Background: an optimization exercise with open tools, aiming at small area, a short achievable clock period and few clock cycles per item. Do not read the settings as production practice.
Function was checked by simulation only, so behaviour that the tests miss may differ from the original.
Power and IR drop assume default switching activity.

$ cat design.v
module md5_kmsel (
  input  wire [5:0]  step,      
  output reg  [31:0] k_next,    
  output reg  [2:0]  msel,      
  output reg  [4:0]  shamt      
);
  always @(*) begin
    case (step)
      6'd0: begin k_next = 32'he8c7b756; msel = 3'd2; shamt = 5'd7; end
      6'd1: begin k_next = 32'h242070db; msel = 3'd4; shamt = 5'd12; end
      6'd2: begin k_next = 32'hc1bdceee; msel = 3'd1; shamt = 5'd17; end
      6'd3: begin k_next = 32'hf57c0faf; msel = 3'd0; shamt = 5'd22; end
      6'd4: begin k_next = 32'h4787c62a; msel = 3'd7; shamt = 5'd7; end
      6'd5: begin k_next = 32'ha8304613; msel = 3'd4; shamt = 5'd12; end
      6'd6: begin k_next = 32'hfd469501; msel = 3'd6; shamt = 5'd17; end
      6'd7: begin k_next = 32'h698098d8; msel = 3'd0; shamt = 5'd22; end
      6'd8: begin k_next = 32'h8b44f7af; msel = 3'd2; shamt = 5'd7; end
      6'd9: begin k_next = 32'hffff5bb1; msel = 3'd4; shamt = 5'd12; end
      6'd10: begin k_next = 32'h895cd7be; msel = 3'd1; shamt = 5'd17; end
      6'd11: begin k_next = 32'h6b901122; msel = 3'd0; shamt = 5'd22; end
      6'd12: begin k_next = 32'hfd987193; msel = 3'd7; shamt = 5'd7; end
      6'd13: begin k_next = 32'ha679438e; msel = 3'd4; shamt = 5'd12; end
      6'd14: begin k_next = 32'h49b40821; msel = 3'd6; shamt = 5'd17; end
      6'd15: begin k_next = 32'hf61e2562; msel = 3'd1; shamt = 5'd22; end
      6'd16: begin k_next = 32'hc040b340; msel = 3'd0; shamt = 5'd5; end
      6'd17: begin k_next = 32'h265e5a51; msel = 3'd5; shamt = 5'd9; end
      6'd18: begin k_next = 32'he9b6c7aa; msel = 3'd3; shamt = 5'd14; end
      6'd19: begin k_next = 32'hd62f105d; msel = 3'd6; shamt = 5'd20; end
      6'd20: begin k_next = 32'h02441453; msel = 3'd0; shamt = 5'd5; end
      6'd21: begin k_next = 32'hd8a1e681; msel = 3'd0; shamt = 5'd9; end
      6'd22: begin k_next = 32'he7d3fbc8; msel = 3'd3; shamt = 5'd14; end
      6'd23: begin k_next = 32'h21e1cde6; msel = 3'd1; shamt = 5'd20; end
      6'd24: begin k_next = 32'hc33707d6; msel = 3'd0; shamt = 5'd5; end
      6'd25: begin k_next = 32'hf4d50d87; msel = 3'd5; shamt = 5'd9; end
      6'd26: begin k_next = 32'h455a14ed; msel = 3'd3; shamt = 5'd14; end
      6'd27: begin k_next = 32'ha9e3e905; msel = 3'd6; shamt = 5'd20; end
      6'd28: begin k_next = 32'hfcefa3f8; msel = 3'd0; shamt = 5'd5; end
      6'd29: begin k_next = 32'h676f02d9; msel = 3'd0; shamt = 5'd9; end
      6'd30: begin k_next = 32'h8d2a4c8a; msel = 3'd3; shamt = 5'd14; end
      6'd31: begin k_next = 32'hfffa3942; msel = 3'd4; shamt = 5'd20; end
      6'd32: begin k_next = 32'h8771f681; msel = 3'd6; shamt = 5'd4; end
      6'd33: begin k_next = 32'h6d9d6122; msel = 3'd5; shamt = 5'd11; end
      6'd34: begin k_next = 32'hfde5380c; msel = 3'd7; shamt = 5'd16; end
      6'd35: begin k_next = 32'ha4beea44; msel = 3'd4; shamt = 5'd23; end
      6'd36: begin k_next = 32'h4bdecfa9; msel = 3'd1; shamt = 5'd4; end
      6'd37: begin k_next = 32'hf6bb4b60; msel = 3'd5; shamt = 5'd11; end
      6'd38: begin k_next = 32'hbebfbc70; msel = 3'd2; shamt = 5'd16; end
      6'd39: begin k_next = 32'h289b7ec6; msel = 3'd4; shamt = 5'd23; end
      6'd40: begin k_next = 32'heaa127fa; msel = 3'd6; shamt = 5'd4; end
      6'd41: begin k_next = 32'hd4ef3085; msel = 3'd5; shamt = 5'd11; end
      6'd42: begin k_next = 32'h04881d05; msel = 3'd7; shamt = 5'd16; end
      6'd43: begin k_next = 32'hd9d4d039; msel = 3'd4; shamt = 5'd23; end
      6'd44: begin k_next = 32'he6db99e5; msel = 3'd1; shamt = 5'd4; end
      6'd45: begin k_next = 32'h1fa27cf8; msel = 3'd5; shamt = 5'd11; end
      6'd46: begin k_next = 32'hc4ac5665; msel = 3'd2; shamt = 5'd16; end
      6'd47: begin k_next = 32'hf4292244; msel = 3'd0; shamt = 5'd23; end
      6'd48: begin k_next = 32'h432aff97; msel = 3'd3; shamt = 5'd6; end
      6'd49: begin k_next = 32'hab9423a7; msel = 3'd6; shamt = 5'd10; end
      6'd50: begin k_next = 32'hfc93a039; msel = 3'd5; shamt = 5'd15; end
      6'd51: begin k_next = 32'h655b59c3; msel = 3'd5; shamt = 5'd21; end
      6'd52: begin k_next = 32'h8f0ccc92; msel = 3'd3; shamt = 5'd6; end
      6'd53: begin k_next = 32'hffeff47d; msel = 3'd1; shamt = 5'd10; end
      6'd54: begin k_next = 32'h85845dd1; msel = 3'd5; shamt = 5'd15; end
      6'd55: begin k_next = 32'h6fa87e4f; msel = 3'd0; shamt = 5'd21; end
      6'd56: begin k_next = 32'hfe2ce6e0; msel = 3'd3; shamt = 5'd6; end
      6'd57: begin k_next = 32'ha3014314; msel = 3'd6; shamt = 5'd10; end
      6'd58: begin k_next = 32'h4e0811a1; msel = 3'd5; shamt = 5'd15; end
      6'd59: begin k_next = 32'hf7537e82; msel = 3'd5; shamt = 5'd21; end
      6'd60: begin k_next = 32'hbd3af235; msel = 3'd3; shamt = 5'd6; end
      6'd61: begin k_next = 32'h2ad7d2bb; msel = 3'd1; shamt = 5'd10; end
      6'd62: begin k_next = 32'heb86d391; msel = 3'd5; shamt = 5'd15; end
      6'd63: begin k_next = 32'hd76aa478; msel = 3'd0; shamt = 5'd21; end
      default: begin k_next = 32'h0; msel = 3'd0; shamt = 5'd0; end
    endcase
  end
endmodule
module MD5_custom_SIMD_instruction (clk, reset,
	in_v, rd, vrd1, vrd2,
		in_data, in_vdata1, in_vdata2,
	out_v, out_rd, out_vrd1, out_vrd2,
		out_data, out_vdata1, out_vdata2);
	input clk, reset;
	input in_v;
	input [4:0] rd;
	input [2:0] vrd1, vrd2;
	input [32-1:0] in_data;
	input [256-1:0] in_vdata1, in_vdata2;
	output out_v;
	output [4:0] out_rd;
	output [2:0] out_vrd1, out_vrd2;
	output [32-1:0] out_data;
	output [256-1:0] out_vdata1, out_vdata2;
	wire [511:0] min = {in_vdata2, in_vdata1};
	reg        busy, first, outv;
	reg [5:0]  cnt;
	reg [4:0]  t_rd;
	reg [2:0]  t_vrd1, t_vrd2;
	reg [31:0] a, b, c, d, t;
	reg [31:0] ring [0:15];
	wire [31:0] k_next;
	wire [2:0]  msel;
	wire [4:0]  shamt;
	md5_kmsel rom (.step(cnt), .k_next(k_next), .msel(msel), .shamt(shamt));
	reg [31:0] mword;
	always @(*) begin
		case (msel)
			3'd0: mword = ring[0];
			3'd1: mword = ring[1];
			3'd2: mword = ring[2];
			3'd3: mword = ring[3];
			3'd4: mword = ring[5];
			3'd5: mword = ring[8];
			3'd6: mword = ring[9];
			3'd7: mword = ring[10];
			default: mword = ring[0];
		endcase
	end
	reg [31:0] f;
	always @(*) begin
		if (first) f = 32'hd76aa477;
		else case (cnt[5:4])
			2'd0: f = (b & c) | (~b & d);
			2'd1: f = (d & b) | (~d & c);
			2'd2: f = b ^ c ^ d;
			default: f = c ^ (b | ~d);
		endcase
	end
	wire [31:0] x = f + t;
	wire [63:0] xx = {x, x} << shamt;
	wire [31:0] y = xx[63:32];
	wire [31:0] bn = b + y;
	integer j;
	always @(posedge clk) begin
		if (reset) begin
			busy <= 1'b0;
			outv <= 1'b0;
		end else begin
			busy <= busy ? (cnt != 6'd63) : in_v;
			outv <= busy & (cnt == 6'd63);
		end
		first <= ~busy;
		cnt <= busy ? cnt + 6'd1 : 6'd0;
		if (busy) begin
			a <= d; d <= c; c <= b; b <= bn;
			t <= d + k_next + mword;
			for (j = 0; j < 16; j = j + 1) ring[(j+1)%16] <= ring[j];
		end else begin
			a <= 32'h67452301; b <= 32'hefcdab89; c <= 32'h98badcfe; d <= 32'h10325476;
			t <= min[31:0];
			t_rd <= rd; t_vrd1 <= vrd1; t_vrd2 <= vrd2;
			ring[1] <= min[31:0];
			ring[2] <= min[63:32];
			ring[4] <= min[95:64];
			ring[15] <= min[127:96];
			ring[13] <= min[159:128];
			ring[6] <= min[191:160];
			ring[0] <= min[223:192];
			ring[3] <= min[255:224];
			ring[9] <= min[287:256];
			ring[10] <= min[319:288];
			ring[12] <= min[351:320];
			ring[7] <= min[383:352];
			ring[5] <= min[415:384];
			ring[14] <= min[447:416];
			ring[8] <= min[479:448];
			ring[11] <= min[511:480];
		end
	end
	assign out_v = outv;
	assign out_rd = t_rd;
	assign out_vrd1 = t_vrd1;
	assign out_vrd2 = t_vrd2;
	assign out_data = 32'd0;
	assign out_vdata2 = {256{1'b0}};
	assign out_vdata1 = {128'd0, d + 32'h10325476, c + 32'h98badcfe, b + 32'hefcdab89, a + 32'h67452301};
endmodule
$ cat config.mk
export PLATFORM = sky130hd
export DESIGN_NAME = MD5_custom_SIMD_instruction
export DESIGN_NICKNAME = MD5_custom_SIMD_instruction
export VERILOG_FILES = /design/flow/design.v
export SDC_FILE = /design/flow/constraint.sdc
export NUM_CORES = 8
export LEC_CHECK = 0
export CAP_MARGIN = 20
export CORE_MARGIN = 2
export CORE_UTILIZATION = 30
export SLEW_MARGIN = 20
$ cat run.sh
#!/bin/bash
# synth_recipe.tcl (not shown) runs the flow's synth.tcl, then flattens the netlist and writes it again
# the make line also repeats each setting of config.mk as NAME=value (left out here)
make -C /OpenROAD-flow-scripts/flow DESIGN_CONFIG=/design/flow/config.mk WORK_HOME=/design/flow/orfs CLKGATE_MAP_FILE= SYNTH_SCRIPT=/design/flow/synth_recipe.tcl finish
$ cat constraint.sdc
create_clock -name core_clock -period 12.0 [get_ports {clk}]
set_input_delay 2.4000 -clock core_clock [delete_from_list [all_inputs] [get_ports {clk}]]
set_output_delay 2.4000 -clock core_clock [all_outputs]
set_load 0.01 [all_outputs]
==> results of run 1 <==
==> report_power, final <==
part,internal (mW),total [mW],switching (mW)
clock network,1.62,2.80,1.18
registers,2.76,3.13,0.375
logic,2.09,4.71,2.61
total,6.48,10.6,4.17
==> cell families (layout without fill, tap and decap cells) <==
logic type	after synthesis	after routing
flip-flops	732	732
AND/OR/NAND/NOR	1078	1078
adder cells (fa/ha/maj)	154	154
AO/OA/AOI/OAI	972	972
XOR/XNOR	249	249
multiplexers	640	640
buffers and inverters	803	959
other	1	445
==> layout make-up <==
class | count | area (um2) | area share [%]
Multi-Input combinational cell | 3509 | 24600 | 47.1
Sequential cell | 732 | 14800 | 28.3
Timing Repair Buffer | 722 | 7100 | 13.6
Clock buffer | 126 | 2540 | 4.88
Tap cell | 1876 | 2350 | 4.50
Clock inverter | 33 | 500 | 0.959
Inverter | 78 | 294 | 0.563
Antenna cell | 29 | 72.6 | 0.139
==> how the worst min path moves through the flow <==
stage / start / to / slack [ns]
2_1_floorplan: ring[0][21]$_DFF_P_ / ring[1][21]$_DFF_P_ / 0.42
3_3_place_gp: ring[0][8]$_DFF_P_ / ring[1][8]$_DFF_P_ / 0.43
3_5_place_dp: ring[14][24]$_DFF_P_ / ring[15][24]$_DFF_P_ / 0.44
4_1_cts: ring[7][4]$_DFF_P_ / ring[8][4]$_DFF_P_ / 0.42
5_1_grt: ring[7][4]$_DFF_P_ / ring[8][4]$_DFF_P_ / 0.43
6_report: ring[7][4]$_DFF_P_ / ring[8][4]$_DFF_P_ / 0.41
==> cells in the final DEF, fill, tap and decap left out, types with 23 or more instances in the layout <==
master           count
diode_2             29
inv_1               67
xnor2_1            143
clkdlybuf4s50_1    665
nand2b_1            71
mux2i_1             68
o22ai_1             47
xor2_1             106
buf_4               56
a211oi_1            29
mux4_2              28
fa_1                34
ha_1               120
a221oi_1            33
o211ai_1            32
nor3_1              76
conb_1             416
and3_1              23
dfxtp_1            715
o21ai_0            180
nand3_1             82
clkbuf_16           88
a21oi_1            257
a31oi_1             82
and2_1              62
o21a_1              30
o21bai_1            33
a21o_1              46
nor2_1             296
nand2_1            386
mux2_2             543
==> cell usage after synthesis (62+ instances only) <==
| master | count | area [um2] |
|---|---|---|
| inv_1 | 71 | 267 |
| clkbuf_1 | 249 | 935 |
| nor3_1 | 76 | 380 |
| mux2i_1 | 68 | 681 |
| mux2_2 | 543 | 6110 |
| nand2b_1 | 71 | 444 |
| xnor2_1 | 143 | 1250 |
| a21oi_1 | 257 | 1290 |
| nor2_1 | 297 | 1110 |
| o21ai_0 | 180 | 901 |
| buf_4 | 418 | 3140 |
| and2_1 | 62 | 388 |
| ha_1 | 120 | 1500 |
| nand2_1 | 387 | 1450 |
| xor2_1 | 106 | 928 |
| dfxtp_1 | 721 | 14400 |
| nand3_1 | 82 | 410 |
| a31oi_1 | 82 | 513 |
==> routing by layer <==
metal / vias up / GRT usage, % / wire length, um
met5: - / 0 / 261
met4: 42 / 8.83 / 7240
met3: 313 / 7.22 / 17900
met2: 1801 / 39.3 / 83800
met1: 17600 / 30.5 / 74800
li1: 16500 / - / -
==> through the flow <==
stage	utilization [%]	setup WS (ns)	instance area, um2
finish	37.3	2.68	52200
global route	37.3	2.10	52200
CTS	37.3	2.85	52100
detailed placement	35.1	2.92	49100
global placement	35.1	3.04	49100
floorplan	-	4.57	43900
==> sequential cells by signal, summed over array words and instances, names as in the netlist, 6 cells and up <==
signal  cells
a          32
b          32
ring      512
k_next     32
cnt         6
c          32
d          32
t          32
==> metrics.md, run 1 <==
| Metric | Value |
|---|---|
| Compound-Gate Fraction of Synth Area | 14.9% |
| Later-pin clock latency in the skew report | about 0.74 ns |
| Count of final max-slew check failures | 0 |
| DRC viols | 0 |
| CP Launch Type | flip-flop |
| IO Port Bufs | 665 |
| Worst EP required | 12.60 ns |
| I/O pin cnt | between 1000 and 1500 |
| Placed cells | ~6900 |
| Tcrit/Tclk final | 77.7% |
| Distinct cells, synth | 89 |
| Total Nets Final | 5841 |
| Setup Buffers After CTS | 0 |
| Worst path slowest cell | dfxtp_4 |
| CP peak stage delay | slightly below 0.7 ns |
| Seq/Total Area, Yosys | about a third |
| CP bufs+invs | 1 |
| Data arrival time of the critical path | between 9 and 10 ns |
| H-tree levels | 3 |
| Worst r2r path cells | 29 |
| Post-DP HPWL | 147000 um |
| Die Ht | 380 um |
| Critical path class | reg -> reg |
| Routed via count | 36300 |
| Hold Worst Slack | around 0.41 ns |
| CTS Buffer Depth | 3 |
| Worst-Margin Slew | 1.27 ns |
| GR Overflow Total | 0 |
| Num CTS Buffers | 86 |
| Vias per cell | just over 5 |
| Ys async rst share | 0% |
| Antenna violations before repair | between 80 and 90 |
| Worst Setup End Kind | flip-flop |
| Iteration-0 DRC Markers | 3546 |
| Fmax | about 110 MHz |
| Post-Synth Simple-Gate Area | 11.5% |
| Synth Cell Area | 42400 um2 |
| Die ar. | 144000 um2 |
| Wire per inst | 25.9 um |
| Post-synthesis average cell area | between 9 and 10 um2 |
| Status | timing/DRC/antenna clean |
| Sinks on Clock Net | about 730 |
| Main combinational cell family by area after synthesis | multiplexers |
| CTS Hold Bufs | 0 |
| All-Layer GR Usage | about a quarter |
| Number of global-route vias before repair | 33600 |
| XOR/XNOR share of the synthesized area | ~5.1% |
| Sum of negative setup slack | 0 ns |
| Non-Filler Instances | 7105 |
| First-pass GRT wire length | 253000 um |
| Largest net degree at the start of global routing | 189 |
| FP Rows | 137 |
| Reg2reg end | b[31]$_SDFF_PN1_ |
| Setup violations, final | 0 |
| Final Power | about 11 mW |
| CTS tree | built |
| Final min period | 9.32 ns |
| Count of final hold-check violations | 0 |
| CP delay by family, top | compound AO/OA/AOI/OAI gates |
| Critical path peak fanout | 59 |
| Lkg Pwr | 20.9 nW |
| Beginning of the critical path | cnt[4]$_SDFF_PN0_ |
| RSZ-0062 raised after global routing | no |
| GPL Wtd Cong | 0.982 |
| Cts repair resizes | 0 |
| Die width | 380 um |
| Ys Warns | 3 |
| Area delta synth->final | 23.3% |
| EDFF count, synth | 11 |
| Core outline area | roughly 140000 um2 |
| Worst-path clk slew | about 0.070 ns |
| Ys flop type | dfxtp_1 |
| First-pass DRT Iterations | 5 |
| Max Cap Viol | 0 |
| Share of layout cells above drive strength 1 | 15.5% |
| Hold WC Path Type | reg -> reg |
| Max transition margin | 15.7% |
| Pwr dens | 204 nW/um2 |
| FILL cells | 14100 |
| Starting Density | 30.3% |
| Adder-Cell Fraction of Synth Area | 5.15% |
| Antenna Violating Nets Remaining | 0 |
| CP Depth | 29 |
| CTS root buffer | clkbuf_16 |
| Fin Clk Skew | 0.0640 ns |
| WL final | 184000 um |
| Flop-to-flop setup slack | about 2.7 ns |
| Post-Syn Instances | between 4000 and 5000 |
| #FFs+latches synth | 732 |
| CP Capture Point | b[31]$_SDFF_PN1_ |
| Worst IR Drop VDD | 114 uV |
| Hold path depth | 1 |
| Reg2reg start | cnt[4]$_SDFF_PN0_ |
| Mux share of post-synthesis cell area | between 15 and 20% |
Testbench counts, summed over its fixed seeds: cycles 104,000, hashes 1,600.
==> run 2: changes to the inputs <==
--- a/config.mk
+++ b/config.mk
@@ -7,5 +7,7 @@
 export LEC_CHECK = 0
+export ABC_CLOCK_PERIOD_IN_PS = 2500
 export CAP_MARGIN = 20
 export CORE_MARGIN = 2
-export CORE_UTILIZATION = 30
+export CORE_UTILIZATION = 50
+export SETUP_SLACK_MARGIN = 5
 export SLEW_MARGIN = 20
==> run 2 against run 1 <==
Net effect: the run now fails in 3_2_place_iop; synthesized cell count did not move; synthesized area did not move.
==> metrics.md, run 2 <==
| Metric | Value |
|---|---|
| Die Ht | approximately 300 um |
| Top cell type by total area after synthesis | dfxtp_1 |
| Ys async rst share | 0% |
| Top cell type's share of synthesized area | roughly 34% |
| Ys flop type | dfxtp_1 |
| Halt Reason | [ERROR PPL-0024] Number of IO pins (1114) exceeds maximum number of available positions (1064). Increase the die perimeter from 1180.18um to 1515.04um. |
| Distinct cells, synth | 89 |
| Most common cell in the netlist | dfxtp_1 |
| EDFF count, synth | 11 |
| #FFs+latches synth | 732 |
| Seq/Total Area, Yosys | approximately a third |
| Fail Step | 3_2_place_iop |
| Post-Syn Instances | 4629 |
| Ys Warns | 3 |
| Die width | ~300 um |
| FP Rows | 106 |
| Synth top area cells | dfxtp_1, mux2_2, buf_4 |
| Post-synthesis average cell area | 9.15 um2 |
| Synth top cells by count | dfxtp_1, mux2_2, buf_4 |
| Starting Density | 50.5% |
| Synth Cell Area | 42400 um2 |
| Status | stopped before the end |
-- run 2: cell counts after synthesis --
No cell type changed its count.
-- run 2: cell families after synthesis --
logic type / Yosys count / share of synthesized area [%]
mux: 640 / 17.6
flops: 732 / 34.9
buf+inv: 803 / 10.8
fa+ha+maj: 154 / 5.15
compound gates: 972 / 14.9
xor+xnor: 249 / 5.15
simple gates: 1078 / 11.5
other cells: 1 / 0.00885

[separate check: timing with driven ports]
Ports are ideal in the flow. The routed layout listed here was re-timed in OpenROAD.
Step 1: set_driving_cell puts a clkbuf_16 on clk and a buf_2 on each other input, an assumption about the parent block.
Step 2, shift: input delay + t, output delay - t, t = (earliest + latest rising clock arrival at the registers) / 2. This alone moves slack from input paths to output paths.
Slacks: ideal / step 1 / step 2; pairs: ideal / step 1.
run: run 1
t (ns): 0.781
setup slack, ns: 2.677 / 2.677 / 2.677
hold slack, ns: 0.407 / 0.407 / 0.407
worst register clock-pin slew, ns: 0.07 / 0.07
pins driven straight from the clock port: 1
After both steps run 1 still meets setup and hold. The setup slack of run 1 moves by 0.000 ns with the drivers and by 0.000 ns with both steps.
